Background: an optimization exercise with open tools, aiming at small area and a short achievable clock period. Do not read the settings as production practice.
The RTL was checked by simulation tests, not by an equivalence proof against the original design.

## flow/design.v (module list and top-level ports; edited modules follow where they fit)
// module fft_complex_compute: 3415 lines
// module cbfly_fa: 4 lines
// module cbfly_ha: 4 lines
module fft_complex_compute #(
  parameter DATA_WIDTH = 32
) (
  input  logic clk,
  input  logic [DATA_WIDTH-1:0] x_N,
  input  logic [DATA_WIDTH-1:0] x_M,
  input  logic [DATA_WIDTH-1:0] w_N,
  output logic [DATA_WIDTH-1:0] y_N,
  output logic [DATA_WIDTH-1:0] y_M
);
  // ...
==> flow/run.sh <==
#!/bin/bash
# synth_recipe.tcl (not shown) runs the flow's synth.tcl, then flattens the netlist and writes it again
# the make line also repeats each setting of config.mk as NAME=value (left out here)
make -C /OpenROAD-flow-scripts/flow DESIGN_CONFIG=/design/flow/config.mk WORK_HOME=/design/flow/orfs CLKGATE_MAP_FILE= SYNTH_SCRIPT=/design/flow/synth_recipe.tcl finish
==> flow/config.mk <==
export PLATFORM = sky130hd
export DESIGN_NAME = fft_complex_compute
export DESIGN_NICKNAME = fft_complex_compute
export VERILOG_FILES = /design/flow/design.v
export SDC_FILE = /design/flow/constraint.sdc
export NUM_CORES = 4
export LEC_CHECK = 0
export ABC_AREA = 1
export CAP_MARGIN = 20
export CORE_MARGIN = 2
export CORE_UTILIZATION = 40
export SETUP_SLACK_MARGIN = 4.5
export SLEW_MARGIN = 20
export SYNTH_HIERARCHICAL = 1
export SYNTH_MINIMUM_KEEP_SIZE = 0
==> flow/constraint.sdc <==
create_clock -name core_clock -period 8.0 [get_ports {clk}]
set_input_delay 1.6000 -clock core_clock [delete_from_list [all_inputs] [get_ports {clk}]]
set_output_delay 1.6000 -clock core_clock [all_outputs]
set_load 0.01 [all_outputs]
==> results.ini, run 1 <==
[run_status]
status=no timing/DRC/antenna violations

[layout]
multiInputGateArea_um2=22400
drive_gt1_frac=0.0850
inv_count=335
multi_input_area_share=0.617

[cts]
cts_setup_buffers=49
htree_levels=2

[setup_path]
crit_required_ns=8.46
cp-startpoint=bi_one[2]
max_stage_delay_ns=0.91
crit_slowest_cell=o21ai_0

[sta]
setup_tns_ns=0
slew_headroom=0.224

[synthesis]
ys_warn_count=7
synth-adder-area-share=0.350

[placed_design]
hpwl_um=71900

[min_path]
min_to=ai2[12]
hold_start=ai[12]

[floorplan]
row_count=103
taps=1050

[grt]
grt.met1_usage=0.337

[detailed_routing]
top_layer=met5
wl_per_cell_um=23.6

==> inputs of run 2 (changes only) <==
--- a/flow/config.mk
+++ b/flow/config.mk
@@ -11,3 +11,3 @@
 export CORE_UTILIZATION = 40
-export SETUP_SLACK_MARGIN = 4.5
+export SETUP_SLACK_MARGIN = 4.0
 export SLEW_MARGIN = 20
==> results.ini, run 2 <==
[sta]
setup_tns_ns=0  ; unchanged
worst_slew_pin_slew_ns=1.03
hold_violations=0
setup_viol=0
rsz0062_at_grt=yes
slew_headroom=0.309  ; +0.0846
fin_crit_sh=0.492
fin_worst_skew_ns=0.0236
fmax_mhz=254
drv_slew=0
min_period_ns=3.93
hold_ws_ns=0.319

[setup_path]
crit_required_ns=8.46  ; about the same
crit_slowest_cell=clkinvlp_4
crit_type=reg -> reg
endpoint_kind=flop
critPathLaunchType=flop
cp.arrival_ns=4.39
path_cells=clkinvlp_4 -> o22ai_1 -> xor2_1 -> fa_1 -> fa_1 -> fa_1 -> ha_1 -> ha_1 -> nor2_1 -> o21ai_0
cp_common_cell=fa_1
critPathMaxFanout=30
max_stage_delay_ns=0.61  ; -0.30 ns

[floorplan]
boundaryPins=161
die_x_um=286
initial_core_util=0.404
fp.coreArea_um2=79000
row_count=103  ; unchanged
die_area_um2=82100
dieHeight_um=286

[synthesis]
synth_ff_type=dfxtp_1
yosysUniqueCellTypes=31
syn_area_um2=31900
synth_seq_area_share=0.216
synth_edf_count=0
ys_warn_count=7  ; unchanged
synth_top_area_frac=0.301
synthCells=3293
synth_nets=3996
synthTopCellsByArea=fa_1, dfxtp_1, xor2_1
synth-seq-cells=344
synthTopCellsByCount=xor2_1, fa_1, o22ai_1
synthArstFlopShare=0
syn_avg_cell_area_um2=9.69
synth.largest_area_cell=fa_1
synth.most_common_cell=xor2_1

[cts]
cts.path.max_buffers=3
cts_buffers=42
root_buffer=clkbuf_16
cts_tree=yes
cts.sinks=344
htree_levels=2  ; unchanged
clk_latency_ns=0.59
path_clk_slew_ns=0.06

[detailed_routing]
first_pass_iters=6
ant_nets=0
route.detailed.vias_per_inst=5.64
wl_per_cell_um=23.3  ; -1.1%
vias=24900
drc_errors=0
wl_um=103000
drt_iter0_drc=2630

[placed_design]
io_buffers=160
dp_cells=4326
hpwl_um=71900  ; unchanged
place_congestion=0.954

[layout]
mostFrequentLayoutCell=xor2_1
nets=4031
syn_to_final_growth_pct=10.6
mostFrequentLayoutCells=xor2_1, fa_1, o22ai_1, nand2_1, dfxtp_1
drive_gt1_frac=0.0566  ; -0.0284
post_layout_nonfiller_instances=4409

[min_path]
hold_path.class=reg -> reg

[grt]
grt_pass1_wl_um=155000
overflow=0
grt_usage=0.249
grt_max_degree=34
antenna_found_initial=2
grt_pass1_vias=25000

[job]
maxCapViolCount=0

[run_status]
status=no timing/DRC/antenna violations

-- run 2: changes by cell type in the layout (fill, tap and decap cells not counted), sizes merged --
cell / change
inv: +9
clkinvlp: -15
buf: -41
diode: +1
clkbuf: -6
-- run 2: final timing paths --
check | start | to | slack, ns | cells past startpoint
worst max-delay path | bi_one[3] | qi_l0g1 | 4.07 | 10
worst min-delay path | ai[12] | ai2[12] | 0.32 | 0
worst max register to register | bi_one[3] | qi_l0g1 | 4.07 | 10
worst min register to register | ai[12] | ai2[12] | 0.32 | 0
-- run 2: worst max-delay path: cells and delay by family (launching register included) --
| kind | cells | cell delay (ns) |
|---|---|---|
| compound gates | 2 | 0.48 |
| xor+xnor | 1 | 0.22 |
| fa+ha+maj | 5 | 1.93 |
| buf+inv | 1 | 0.61 |
| flops | 1 | 0.46 |
| simple gates | 1 | 0.13 |
-- run 2: layout make-up --
cell class / instances / area (um2)
fillers: 7638 / 43700
multi-input cells: 2378 / 22300
flip-flops and latches: 344 / 6900
repair buffers: 233 / 2160
well taps: 1050 / 1310
inverters: 328 / 1260
clock buffers: 53 / 1120
clock inverters: 21 / 249
repair inverters: 1 / 7.51
diodes: 1 / 2.50
-- run 2: per-stage QoR --
stage / cell area, um2 / setup slack [ns] / utilization
after detailed placement: 33800 / 3.99 / 0.428
after global routing: 35300 / 3.93 / 0.447
after global placement: 33800 / 4.03 / 0.428
final: 35300 / 4.07 / 0.447
after CTS: 35200 / 4.02 / 0.445
after floorplan: 31900 / 4.73 / -
-- run 2: what timing repair did --
item	4_1_cts	5_1_grt
resized for setup	1	8
setup endpoints to repair	1	58
gates cloned	0	1
hold buffers	0	0
buffers inserted	0	5
-- run 2: layer usage --
| layer | wire length, um | up-vias | global-route usage |
|---|---|---|---|
| met5 | 0 | - | 0 |
| met4 | 5270 | 0 | 0.111 |
| met3 | 12100 | 319 | 0.0675 |
| met2 | 44200 | 1624 | 0.377 |
| met1 | 41100 | 12100 | 0.332 |
| li1 | - | 10800 | - |
-- run 2: modules after synthesis, one instance, submodules excluded --
module               flops+latches  cells inside  times used
cbfly_ha                         0             1          52
cbfly_fa                         0             1         476
fft_complex_compute            344          2765           1
-- run 2: kinds of logic after synthesis --
logic type      count (synthesis)  synth area share
flops                         344             0.216
fa+ha+maj                     606             0.350
mux                            14           0.00494
buf+inv                       571            0.0864
xor+xnor                      564             0.155
simple gates                  630            0.0791
compound gates                564             0.109
==> inputs of run 3 (changes only) <==
--- a/flow/config.mk
+++ b/flow/config.mk
@@ -11,3 +11,3 @@
 export CORE_UTILIZATION = 40
-export SETUP_SLACK_MARGIN = 4.0
+export SETUP_SLACK_MARGIN = 5.0
 export SLEW_MARGIN = 20
==> results.ini, run 3 <==
[synthesis]
ys_warn_count=7  ; unchanged
synth-seq-cells=344  ; unchanged
syn_area_um2=31900  ; unchanged
synth_nets=3996  ; unchanged
synth.largest_area_cell=fa_1
yosysUniqueCellTypes=31  ; unchanged
synth.most_common_cell=xor2_1
synthTopCellsByArea=fa_1, dfxtp_1, xor2_1
synth_ff_type=dfxtp_1
synthCells=3293  ; unchanged
synthArstFlopShare=0  ; unchanged
synthTopCellsByCount=xor2_1, fa_1, o22ai_1
synth_seq_area_share=0.216  ; unchanged
synth_top_area_frac=0.301  ; unchanged
syn_avg_cell_area_um2=9.69  ; unchanged
synth_edf_count=0  ; unchanged

[cts]
cts.path.max_buffers=3  ; unchanged
cts_buffers=42  ; unchanged
root_buffer=clkbuf_16
path_clk_slew_ns=0.07  ; about the same
cts_hold_buf=0  ; unchanged
cts_tree=yes
htree_levels=2  ; unchanged
clk_latency_ns=0.60  ; about the same
cts.sinks=344  ; unchanged

[placed_design]
place_congestion=0.934  ; -2.1%
io_buffers=160  ; unchanged
placed_area_um2=34000  ; +0.58%
hpwl_um=71300  ; -0.78%

[floorplan]
boundaryPins=161  ; unchanged
die_x_um=286  ; unchanged
fp.coreArea_um2=79000  ; unchanged
die_area_um2=82100  ; unchanged
dieHeight_um=286  ; unchanged
row_count=103  ; unchanged
initial_core_util=0.404  ; unchanged

[grt]
antenna_found_initial=0  ; -2
grt_pass1_wl_um=173000  ; +12%
grt_max_degree=34  ; unchanged
grt_pass1_vias=27300  ; +9.3%
grt_usage=0.284  ; +0.0352
overflow=0  ; unchanged

[setup_path]
reg2regPathDepth=11  ; +1
crit_type=reg -> reg
critPathMaxFanout=7  ; -77%
endpoint_kind=flop
cp.arrival_ns=3.88  ; -0.51 ns
crit_required_ns=8.54  ; +0.08 ns
critPathLaunchType=flop

[detailed_routing]
top_layer=met5
wl_um=126000  ; +23%
met2WireLength_um=51400  ; +16%
wl_per_cell_um=27.3  ; +17%
drc_errors=0  ; unchanged
route.detailed.vias_per_inst=6.01  ; +6.6%
ant_nets=0  ; unchanged
wl_met1_um=44500  ; +8.2%
dr_wl_met3_um=19600  ; +62%
vias=27800  ; +12%
drt_iter0_drc=4038  ; +54%
first_pass_iters=13  ; +7

[sta]
worst_slew_pin_slew_ns=1.18  ; +0.150 ns
rsz0062_at_grt=yes
hold_violations=0  ; unchanged
slew_headroom=0.207  ; -0.101
min_period_ns=3.34  ; -0.596 ns
fin_crit_sh=0.417  ; -0.0744
setup_tns_ns=0  ; unchanged
fin_worst_skew_ns=0.0265  ; +0.00294 ns
hold_ws_ns=0.314  ; -0.00488 ns
drv_slew=0  ; unchanged
fmax_mhz=300  ; +18%
setup_viol=0  ; unchanged

[layout]
mostFrequentLayoutCells=xor2_1, o22ai_1, fa_1, nand2_1, dfxtp_1
mostFrequentLayoutCell=xor2_1
nets=4238  ; +5.1%
drive_gt1_frac=0.297  ; +0.241
syn_to_final_growth_pct=32.4
fin_area_um2=42200  ; +20%
antenna_cells=0  ; -1

[run_status]
status=no timing/DRC/antenna violations

[min_path]
hold_path.class=reg -> reg
hold_depth=0  ; unchanged

[job]
maxCapViolCount=0  ; unchanged

run 3: area by class of cell:
class                           instances  area, um2
Clock buffer                           62       1260
Clock inverter                         16        135
Fill cell                            6619      36800
Inverter                              328       1520
Multi-Input combinational cell       2378      25400
Sequential cell                       344       7040
Tap cell                             1050       1310
Timing Repair Buffer                  435       5490
Timing Repair inverter                  6       48.8
run 3: stage by stage:
step / setup slack [ns] / util / instances
final: 4.66 / 0.535 / 4619
after global routing: 4.63 / 0.535 / 4619
after CTS: 4.77 / 0.498 / 4551
after detailed placement: 4.11 / 0.431 / 4324
after global placement: 4.11 / 0.431 / 4324
after floorplan: 4.94 / - / 3293
run 3: worst paths after layout:
check / start / endpoint / slack [ns]
worst max-delay path: wi[8] / qr_l1g0 / 4.66
worst min-delay path: ai[13] / ai2[13] / 0.31
worst max register to register: wi[8] / qr_l1g0 / 4.66
worst min register to register: ai[13] / ai2[13] / 0.31
run 3: logic make-up (layout without fill, tap and decap cells):
group           after synthesis  in the layout  synth area share
fa+ha+maj                   606            606             0.350
compound gates              564            564             0.109
mux                          14             14           0.00494
simple gates                630            630            0.0791
buf+inv                     571            847            0.0864
flops                       344            344             0.216
xor+xnor                    564            564             0.155
run 3: modules after synthesis (local to each module, per instance):
module / area, um2 / cells inside / flops+latches / times used
cbfly_fa: 20.0 / 1 / 0 / 476
cbfly_ha: 12.5 / 1 / 0 / 52
fft_complex_compute: 21700 / 2765 / 344 / 1
run 3: critical path, stage by stage (launching register included):
cell	delay, ns
dfxtp_2	0.35
inv_6	0.07
buf_12	0.16
o22ai_2	0.19
xor2_1	0.25
fa_1	0.47
fa_1	0.55
fa_1	0.45
fa_2	0.54
o221a_2	0.17
nand2_1	0.05
nand2_1	0.04
run 3: timing repair:
action | CTS | global route
pin swaps | 127 | 246
resized for setup | 631 | 496
cloned | 37 | 15
setup endpoints to repair | 181 | 111
buffers inserted | 112 | 53
run 3: metal layers:
layer	track usage	vias to the layer above
met5	0.00698	-
met3	0.128	786
li1	-	11200
met2	0.408	2385
met1	0.345	13400
met4	0.178	6
==> inputs of run 4 (changes only) <==
--- a/flow/config.mk
+++ b/flow/config.mk
@@ -11,3 +11,3 @@
 export CORE_UTILIZATION = 40
-export SETUP_SLACK_MARGIN = 5.0
+export SETUP_SLACK_MARGIN = 4.7
 export SLEW_MARGIN = 20
==> results.ini, run 4 <==
[run_status]
status=no timing/DRC/antenna violations

[min_path]
hold_start=ai[12]
hold_path.class=reg -> reg
min_to=ai2[12]
hold_depth=0  ; unchanged

[sta]
min_period_ns=3.39  ; +0.0471 ns
hold_ws_ns=0.321  ; +0.00721 ns
fmax_mhz=295  ; -1.4%
setup_viol=0  ; unchanged
hold_violations=0  ; unchanged
slew_headroom=0.240  ; +0.0331
rsz0062_at_grt=yes
fin_crit_sh=0.423  ; +0.00589
worst_slew_pin_slew_ns=1.13  ; -0.0491 ns
fin_worst_skew_ns=0.0221  ; -0.00439 ns
drv_slew=0  ; unchanged
setup_tns_ns=0  ; unchanged
setup_ws_ns=4.61  ; -0.0471 ns

[floorplan]
row_count=103  ; unchanged
boundaryPins=161  ; unchanged
dieHeight_um=286  ; unchanged
die_x_um=286  ; unchanged
initial_core_util=0.404  ; unchanged
die_area_um2=82100  ; unchanged
fp.coreArea_um2=79000  ; unchanged

[placed_design]
io_buffers=160  ; unchanged
hpwl_um=71900  ; +0.78%
pre_cts_slack_ns=3.99  ; -0.116 ns
dp_cells=4326  ; +0.046%
placed_area_um2=33800  ; -0.58%
place_congestion=0.954  ; +2.1%

[detailed_routing]
first_pass_iters=9  ; -4
drt_iter0_drc=3511  ; -13%
wl_um=112000  ; -11%
route.detailed.vias_per_inst=5.73  ; -4.7%
vias=26000  ; -6.3%
wl_per_cell_um=24.7  ; -9.7%
ant_nets=0  ; unchanged
drc_errors=0  ; unchanged

[synthesis]
syn_area_um2=31900  ; unchanged
synth.largest_area_cell=fa_1
synth.most_common_cell=xor2_1
synth_top_area_frac=0.301  ; unchanged
synth_edf_count=0  ; unchanged
yosysUniqueCellTypes=31  ; unchanged
synthCells=3293  ; unchanged
ys_warn_count=7  ; unchanged
synth_seq_area_share=0.216  ; unchanged
synth_nets=3996  ; unchanged
synthArstFlopShare=0  ; unchanged
synthTopCellsByCount=xor2_1, fa_1, o22ai_1
syn_avg_cell_area_um2=9.69  ; unchanged
synth_ff_type=dfxtp_1
synth-seq-cells=344  ; unchanged
synthTopCellsByArea=fa_1, dfxtp_1, xor2_1

[setup_path]
r2r_start=bi_two[2]
reg2regPathDepth=10  ; -1
endpoint_kind=flop
cp.arrival_ns=3.84  ; -0.04 ns
timing.rr.end=qr_h0_3
critPathLaunchType=flop
critPathMaxFanout=30  ; +23
crit_required_ns=8.45  ; -0.09 ns
crit_type=reg -> reg
r2r_setup_slack_ns=4.61  ; -0.05 ns

[cts]
root_buffer=clkbuf_16
cts_tree=yes
cts_buffers=42  ; unchanged
cts.sinks=344  ; unchanged
path_clk_slew_ns=0.06  ; about the same
cts.path.max_buffers=3  ; unchanged
htree_levels=2  ; unchanged
clk_latency_ns=0.59  ; about the same

[layout]
fill_cells=7259  ; +9.7%
syn_to_final_growth_pct=20.8
fin_area_um2=38600  ; -8.7%
fin_util=0.488  ; -0.0468
post_layout_nonfiller_instances=4544  ; -1.6%
mostFrequentLayoutCells=xor2_1, fa_1, nand2_1, o22ai_1, dfxtp_1
mostFrequentLayoutCell=xor2_1
drive_gt1_frac=0.150  ; -0.147
nets=4166  ; -1.7%

[grt]
overflow=0  ; unchanged
grt_usage=0.262  ; -0.0221
grt_pass1_wl_um=162000  ; -6.5%
grt_pass1_vias=25800  ; -5.4%
antenna_found_initial=4  ; +4
grt_max_degree=34  ; unchanged

[job]
maxCapViolCount=0  ; unchanged

==> run 4: cell counts after synthesis <==
No cell type changed its count.
==> run 4: modules after synthesis (local to each module, per instance) <==
module               cell area, um2  flip-flops and latches  cells inside
cbfly_ha                       12.5                       0             1
fft_complex_compute           21700                     344          2765
cbfly_fa                       20.0                       0             1
==> run 4: final cells by class <==
type                       count  area, um2  area share
multi-input combinational   2378      23200       0.602
sequential                   344       6990       0.181
timing repair buffer         362       4240       0.110
inverter                     328       1390      0.0361
tap                         1050       1310      0.0341
clock buffer                  53       1120      0.0291
clock inverter                21        249     0.00646
timing repair inverter         7       52.6     0.00136
antenna                        1       2.50   0.0000649
==> run 4: kinds of logic (layout without fill, tap and decap cells) <==
kind of cell,after synthesis,after routing,synth area share
compound gates,564,564,0.109
fa+ha+maj,606,606,0.350
other cells,0,1,0
xor+xnor,564,564,0.155
buf+inv,571,771,0.0864
flops,344,344,0.216
mux,14,14,0.00494
simple gates,630,630,0.0791
==> run 4: worst max-delay path, stage by stage, from the launching register on <==
cell     delay, ns
dfxtp_1       0.33
inv_1         0.10
buf_12        0.24
o22ai_2       0.13
xor2_1        0.19
fa_1          0.42
fa_1          0.40
fa_1          0.49
fa_1          0.40
inv_2         0.13
fa_1          0.40
==> run 4: worst max-delay path by stage <==
stage | slack, ns | end | startpoint | depth (start not counted)
after floorplan | 4.73 | qi_l0g0 | bi_neg[1] | 10
after global placement | 4.03 | qr_h0_3 | bi_neg[3] | 7
after detailed placement | 3.99 | qr_h0_3 | bi_neg[3] | 7
after CTS | 4.61 | qr_h0_3 | wi[8] | 10
after global routing | 4.57 | qi_l1g0 | wi[0] | 16
final | 4.61 | qr_h0_3 | bi_two[2] | 10
==> run 4: what timing repair did <==
action,4_1_cts,5_1_grt
endpoints found under the hold margin,0,0
setup buffers,89,27
resized for setup,236,207
endpoints found under the setup margin,87,48
gates cloned,15,12
hold buffers,0,0
pin swaps,21,81
==> run 4: metal layers <==
| layer | track usage | routed length [um] | share of wire |
|---|---|---|---|
| met5 | 0 | 27 | 0.00024 |
| met4 | 0.134 | 7950 | 0.071 |
| met3 | 0.0843 | 15400 | 0.14 |
| met2 | 0.389 | 46700 | 0.42 |
| met1 | 0.341 | 42100 | 0.38 |
==> inputs of run 5 (changes only) <==
--- a/flow/config.mk
+++ b/flow/config.mk
@@ -10,4 +10,5 @@
 export CORE_MARGIN = 2
-export CORE_UTILIZATION = 40
-export SETUP_SLACK_MARGIN = 4.7
+export CORE_UTILIZATION = 60
+export PLACE_DENSITY = 0.7
+export SETUP_SLACK_MARGIN = 4.5
 export SLEW_MARGIN = 20
==> results.ini, run 5 <==
[layout]
seq_area_um2=6930  ; -0.88%
post_layout_nonfiller_instances=4063  ; -11%
fin_util=0.673  ; +0.185
nets=4052  ; -2.7%
drive_gt1_frac=0.0726  ; -0.0774
mostFrequentLayoutCell=xor2_1
syn_to_final_growth_pct=10.8
multiInputGateArea_um2=22400  ; -3.5%
fill_cells=4153  ; -43%
mostFrequentLayoutCells=xor2_1, fa_1, o22ai_1, nand2_1, dfxtp_1

[sta]
min_period_ns=3.53  ; +0.148 ns
fmax_mhz=283  ; -4.2%
fin_worst_skew_ns=0.0370  ; +0.0149 ns
hold_violations=0  ; unchanged
setup_viol=0  ; unchanged
worst_slew_pin_slew_ns=1.06  ; -0.0655 ns
drv_slew=0  ; unchanged
slew_headroom=0.284  ; +0.0441
setup_tns_ns=0  ; unchanged
fin_crit_sh=0.442  ; +0.0185
rsz0062_at_grt=yes

[floorplan]
initial_core_util=0.607  ; +0.203
die_x_um=235  ; -18%
die_area_um2=55100  ; -33%
dieHeight_um=235  ; -18%
row_count=84  ; -18%
boundaryPins=161  ; unchanged
fp.coreArea_um2=52600  ; -33%

[setup_path]
crit_type=reg -> reg
endpoint_kind=flop
critPathMaxFanout=33  ; +10%
crit_required_ns=8.49  ; +0.04 ns
reg2regPathDepth=9  ; -1
cp.arrival_ns=4.02  ; +0.18 ns
critPathLaunchType=flop

[synthesis]
yosysUniqueCellTypes=31  ; unchanged
synth.most_common_cell=xor2_1
synth-seq-cells=344  ; unchanged
synth.largest_area_cell=fa_1
synth_ff_type=dfxtp_1
synth_nets=3996  ; unchanged
syn_area_um2=31900  ; unchanged
syn_avg_cell_area_um2=9.69  ; unchanged
synth_edf_count=0  ; unchanged
synthCells=3293  ; unchanged
synthArstFlopShare=0  ; unchanged
synth_top_area_frac=0.301  ; unchanged
synthTopCellsByCount=xor2_1, fa_1, o22ai_1
synth_seq_area_share=0.216  ; unchanged
ys_warn_count=7  ; unchanged
synthTopCellsByArea=fa_1, dfxtp_1, xor2_1

[grt]
antenna_found_initial=0  ; -4
grt_usage=0.369  ; +0.107
overflow=0  ; unchanged
grt_pass1_vias=26100  ; +0.98%
grt_pass1_wl_um=155000  ; -4.2%
grt_max_degree=34  ; unchanged

[detailed_routing]
wl_per_cell_um=25.3  ; +2.6%
ant_nets=0  ; unchanged
wl_um=103000  ; -8.2%
vias=25400  ; -2.4%
route.detailed.vias_per_inst=6.25  ; +9.2%
drt_iter0_drc=2709  ; -23%
first_pass_iters=6  ; -3
drc_errors=0  ; unchanged

[cts]
root_buffer=clkbuf_16
htree_levels=2  ; unchanged
cts_tree=yes
path_clk_slew_ns=0.06  ; about the same
clk_latency_ns=0.59  ; about the same
cts.sinks=344  ; unchanged
cts.path.max_buffers=3  ; unchanged
cts_buffers=38  ; -9.5%

[job]
maxCapViolCount=0  ; unchanged

[min_path]
hold_path.class=reg -> reg
hold_depth=0  ; unchanged

[placed_design]
dp_cells=3967  ; -8.3%
io_buffers=160  ; unchanged
place_congestion=1.02  ; +6.7%
hpwl_um=70800  ; -1.6%

[run_status]
status=no timing/DRC/antenna violations

[run 5: path summary, 6_finish.rpt]
check	start	end	slack, ns
worst max-delay path	br_neg[5]	qr_l0g0	4.47
worst min-delay path	ar[4]	ar2[4]	0.32
worst max register to register	br_neg[5]	qr_l0g0	4.47
worst min register to register	ar[4]	ar2[4]	0.32
[run 5: modules after synthesis (local to each module, per instance)]
module | times used | cells inside | flops+latches
cbfly_fa | 476 | 1 | 0
fft_complex_compute | 1 | 2765 | 344
cbfly_ha | 52 | 1 | 0
[run 5: metal layers]
metal	wire length, um	vias to the layer above	GRT usage
met5	0	-	0
met4	6420	0	0.206
met3	12700	451	0.114
met2	44300	1795	0.549
met1	39500	12300	0.480
li1	-	10800	-
[run 5: cell type report]
cell class	count	area share
multi-input combinational	2378	0.633
sequential	344	0.196
timing repair buffer	257	0.0735
inverter	328	0.0366
clock buffer	49	0.0303
tap	688	0.0243
clock inverter	16	0.00630
timing repair inverter	2	0.000424
antenna	1	0.0000707
[run 5: metrics by stage]
| stage | hold slack (ns) | instance area [um2] | worst slack [ns] |
|---|---|---|---|
| final | 0.325 | 35400 | 4.47 |
| after global routing | 0.329 | 35400 | 4.40 |
| after CTS | 0.324 | 35100 | 4.50 |
| after detailed placement | 0.312 | 33400 | 3.92 |
| after global placement | 0.310 | 33400 | 4.06 |
| after floorplan | 0.310 | 31900 | 4.73 |
[run 5: what timing repair did]
action                                  CTS  global route
endpoints found under the setup margin   71            40
pin swaps                                 0             8
endpoints found under the hold margin     0             0
resized for setup                        47            83
buffers inserted                         26             2
hold buffers                              0             0
gates cloned                              2             0
[run 5: logic make-up (layout without fill, tap and decap cells)]
logic type / count (synthesis) / count (layout) / synth area share
mux: 14 / 14 / 0.00494
fa+ha+maj: 606 / 606 / 0.350
buf+inv: 571 / 652 / 0.0864
other cells: 0 / 1 / 0
simple gates: 630 / 630 / 0.0791
compound gates: 564 / 564 / 0.109
flops: 344 / 344 / 0.216
xor+xnor: 564 / 564 / 0.155
[run 5: worst max-delay path, stage by stage, from the launching register on]
cell and delay [ns]:
dfxtp_2 0.31, buf_4 0.61, inv_1 0.32, xor2_1 0.47, fa_1 0.49, fa_1 0.47, fa_1 0.40, o221a_2 0.27
nand2_1 0.06, nand2_1 0.04
==> inputs of run 6 (changes only) <==
--- a/flow/config.mk
+++ b/flow/config.mk
@@ -10,4 +10,4 @@
 export CORE_MARGIN = 2
-export CORE_UTILIZATION = 60
-export PLACE_DENSITY = 0.7
+export CORE_UTILIZATION = 40
+export CTS_BUF_LIST = sky130_fd_sc_hd__clkbuf_8
 export SETUP_SLACK_MARGIN = 4.5
==> results.ini, run 6 <==
[layout]
multiInputGateArea_um2=22300  ; -0.15%
syn_to_final_growth_pct=13.7
mostFrequentLayoutCell=xor2_1
nets=4104  ; +1.3%
drive_gt1_frac=0.0924  ; +0.0198
fill_cells=7539  ; +82%
seq_area_um2=6940  ; +0.16%
mostFrequentLayoutCells=xor2_1, fa_1, o22ai_1, nand2_1, inv_1

[placed_design]
place_congestion=0.954  ; -6.2%
hpwl_um=71900  ; +1.6%
io_buffers=160  ; unchanged
pre_cts_slack_ns=3.99  ; +0.0682 ns

[cts]
root_buffer=clkbuf_8
clk_latency_ns=0.71  ; +0.12 ns
cts_hold_buf=0  ; unchanged
cts_tree=yes
htree_levels=3  ; +1
cts.sinks=344  ; unchanged
cts_buffers=66  ; +74%
path_clk_slew_ns=0.06  ; about the same
cts.path.max_buffers=3  ; unchanged

[min_path]
min_to=ai2[12]
hold_start=ai[12]
hold_depth=0  ; unchanged
hold_path.class=reg -> reg

[synthesis]
synth_ff_type=dfxtp_1
synth-seq-cells=344  ; unchanged
synthArstFlopShare=0  ; unchanged
ys_warn_count=7  ; unchanged
synthTopCellsByArea=fa_1, dfxtp_1, xor2_1
synth.largest_area_cell=fa_1
synth_edf_count=0  ; unchanged
synthTopCellsByCount=xor2_1, fa_1, o22ai_1
synth_top_area_frac=0.301  ; unchanged
yosysUniqueCellTypes=31  ; unchanged
syn_area_um2=31900  ; unchanged
synth.most_common_cell=xor2_1
synth_nets=3996  ; unchanged
synth_seq_area_share=0.216  ; unchanged
syn_avg_cell_area_um2=9.69  ; unchanged
synthCells=3293  ; unchanged

[setup_path]
max_stage_delay_ns=0.56  ; -0.05 ns
endpoint_kind=flop
r2r_start=br_neg[7]
path_cells=buf_6 -> inv_1 -> xor2_1 -> fa_1 -> fa_1 -> fa_1 -> fa_1
reg2regPathDepth=7  ; -2
cp_common_cell=fa_1
timing.rr.end=qr_h0_3
cp-startpoint=br_neg[7]
cp.arrival_ns=4.09  ; +0.07 ns
critPathMaxFanout=32  ; -3.0%
crit_required_ns=8.57  ; +0.08 ns
r2r_setup_slack_ns=4.48  ; about the same
critPathLaunchType=flop
crit_slowest_cell=fa_1
crit_type=reg -> reg

[detailed_routing]
vias=25500  ; +0.21%
met2WireLength_um=44700  ; +0.76%
route.detailed.vias_per_inst=5.65  ; -9.6%
top_layer=met5
wl_um=106000  ; +3.1%
first_pass_iters=8  ; +2
dr_wl_met3_um=13100  ; +3.3%
wl_met1_um=42200  ; +6.8%
drc_errors=0  ; unchanged
drt_iter0_drc=2984  ; +10%
wl_per_cell_um=23.6  ; -7.0%
ant_nets=0  ; unchanged

[sta]
worst_slew_pin_slew_ns=1.06  ; -0.00630 ns
fin_worst_skew_ns=0.0536  ; +0.0165 ns
hold_violations=0  ; unchanged
setup_tns_ns=0  ; unchanged
fin_crit_sh=0.440  ; -0.00134
rsz0062_at_grt=yes
fmax_mhz=284  ; +0.30%
min_period_ns=3.52  ; -0.0107 ns
setup_viol=0  ; unchanged
setup_ws_ns=4.48  ; +0.0107 ns
drv_slew=0  ; unchanged
slew_headroom=0.289  ; +0.00424

[floorplan]
dieHeight_um=286  ; +22%
die_area_um2=82100  ; +49%
die_x_um=286  ; +22%
initial_core_util=0.404  ; -0.203
fp.coreArea_um2=79000  ; +50%
boundaryPins=161  ; unchanged
row_count=103  ; +23%

[grt]
grt_pass1_wl_um=159000  ; +2.4%
antenna_found_initial=4  ; +4
grt_max_degree=34  ; unchanged
grt_pass1_vias=25800  ; -1.3%
grt_usage=0.257  ; -0.112
overflow=0  ; unchanged

[run_status]
status=no timing/DRC/antenna violations

[job]
maxCapViolCount=0  ; unchanged

run 6: cell type report:
cell class,instances,share of cell area
timing repair inverter,7,0.00145
timing repair buffer,276,0.0796
multi-input combinational,2378,0.616
antenna,3,0.000207
clock inverter,39,0.00889
clock buffer,80,0.0303
sequential,344,0.191
tap,1050,0.0362
inverter,328,0.0367
run 6: how the worst max path moves through the flow:
| stage | slack (ns) | cells after the start | endpoint |
|---|---|---|---|
| 6_report | 4.48 | 7 | qr_h0_3 |
| 5_1_grt | 4.44 | 8 | qr_h0_3 |
| 4_1_cts | 4.44 | 7 | qr_h0_3 |
| 3_5_place_dp | 3.99 | 7 | qr_h0_3 |
| 3_3_place_gp | 4.03 | 7 | qr_h0_3 |
| 2_1_floorplan | 4.73 | 10 | qi_l0g0 |
run 6: critical path, delay by kind of cell, from the launching register on:
family	cells	cell delay, ns
XOR/XNOR	1	0.34
adder cells (fa/ha/maj)	4	2.00
buffers and inverters	2	0.65
flip-flops	1	0.32
run 6: kinds of logic (layout without fill, tap and decap cells):
| family | count (synthesis) | count (layout) | share of synthesized area |
|---|---|---|---|
| AND/OR/NAND/NOR | 630 | 630 | 0.0791 |
| adder cells (fa/ha/maj) | 606 | 606 | 0.350 |
| other | 0 | 3 | 0 |
| flip-flops | 344 | 344 | 0.216 |
| AO/OA/AOI/OAI | 564 | 564 | 0.109 |
| buffers and inverters | 571 | 730 | 0.0864 |
| XOR/XNOR | 564 | 564 | 0.155 |
| multiplexers | 14 | 14 | 0.00494 |
run 6: timing repair:
action                     4_1_cts  5_1_grt
gates cloned                     7        1
setup endpoints to repair       74       49
buffers inserted                46        3
pin swaps                        0        2
gates resized for setup         59      100
run 6: routing by layer:
metal | up-vias | track usage
li1 | 10900 | -
met1 | 12400 | 0.337
met2 | 1687 | 0.380
met3 | 404 | 0.0828
met4 | 4 | 0.130
met5 | - | 0
run 6: per-stage QoR:
step                      instance area, um2  hold WS (ns)   util  std cells
after CTS                              35900         0.289  0.455       4498
after global routing                   36300         0.298  0.459       4503
after global placement                 33800         0.312  0.428       4326
after detailed placement               33800         0.313  0.428       4326
after floorplan                        31900         0.310      -       3293
final                                  36300         0.311  0.460       4505
run 6: modules after synthesis, one instance, submodules excluded:
module,flip-flops and latches,copies in the design,cells inside,cell area [um2]
cbfly_fa,0,476,1,20.0
cbfly_ha,0,52,1,12.5
fft_complex_compute,344,1,2765,21700

-- port drivers added, routing unchanged --
How much do the figures lean on ideal ports? The routed layouts below were timed once more, with nothing changed but the port constraints. Step 1, drivers: a clkbuf_16 drives clk and a buf_2 each remaining input, both assumed. Step 2 also shifts input and output timing later by t, the mid clock arrival at the registers, as if the neighbouring blocks saw the same clock. Three values: no drivers, after step 1, after step 2; two values: the first two.
| run | t (ns) | setup slack, ns | latest minus earliest clock arrival (ns) |
|---|---|---|---|
| run 1 | 0.647 | 4.499 / 4.499 / 4.499 | 0.026 / 0.025 |
| run 2 | 0.643 | 4.066 / 4.066 / 4.066 | 0.025 / 0.025 |
| run 3 | 0.650 | 4.662 / 4.662 / 4.662 | 0.027 / 0.026 |
| run 4 | 0.643 | 4.615 / 4.615 / 4.615 | 0.024 / 0.023 |
| run 5 | 0.637 | 4.467 / 4.467 / 4.467 | 0.037 / 0.037 |
| run 6 | 0.747 | 4.478 / 4.478 / 4.478 | 0.054 / 0.054 |
After both steps every run listed still meets setup and hold.
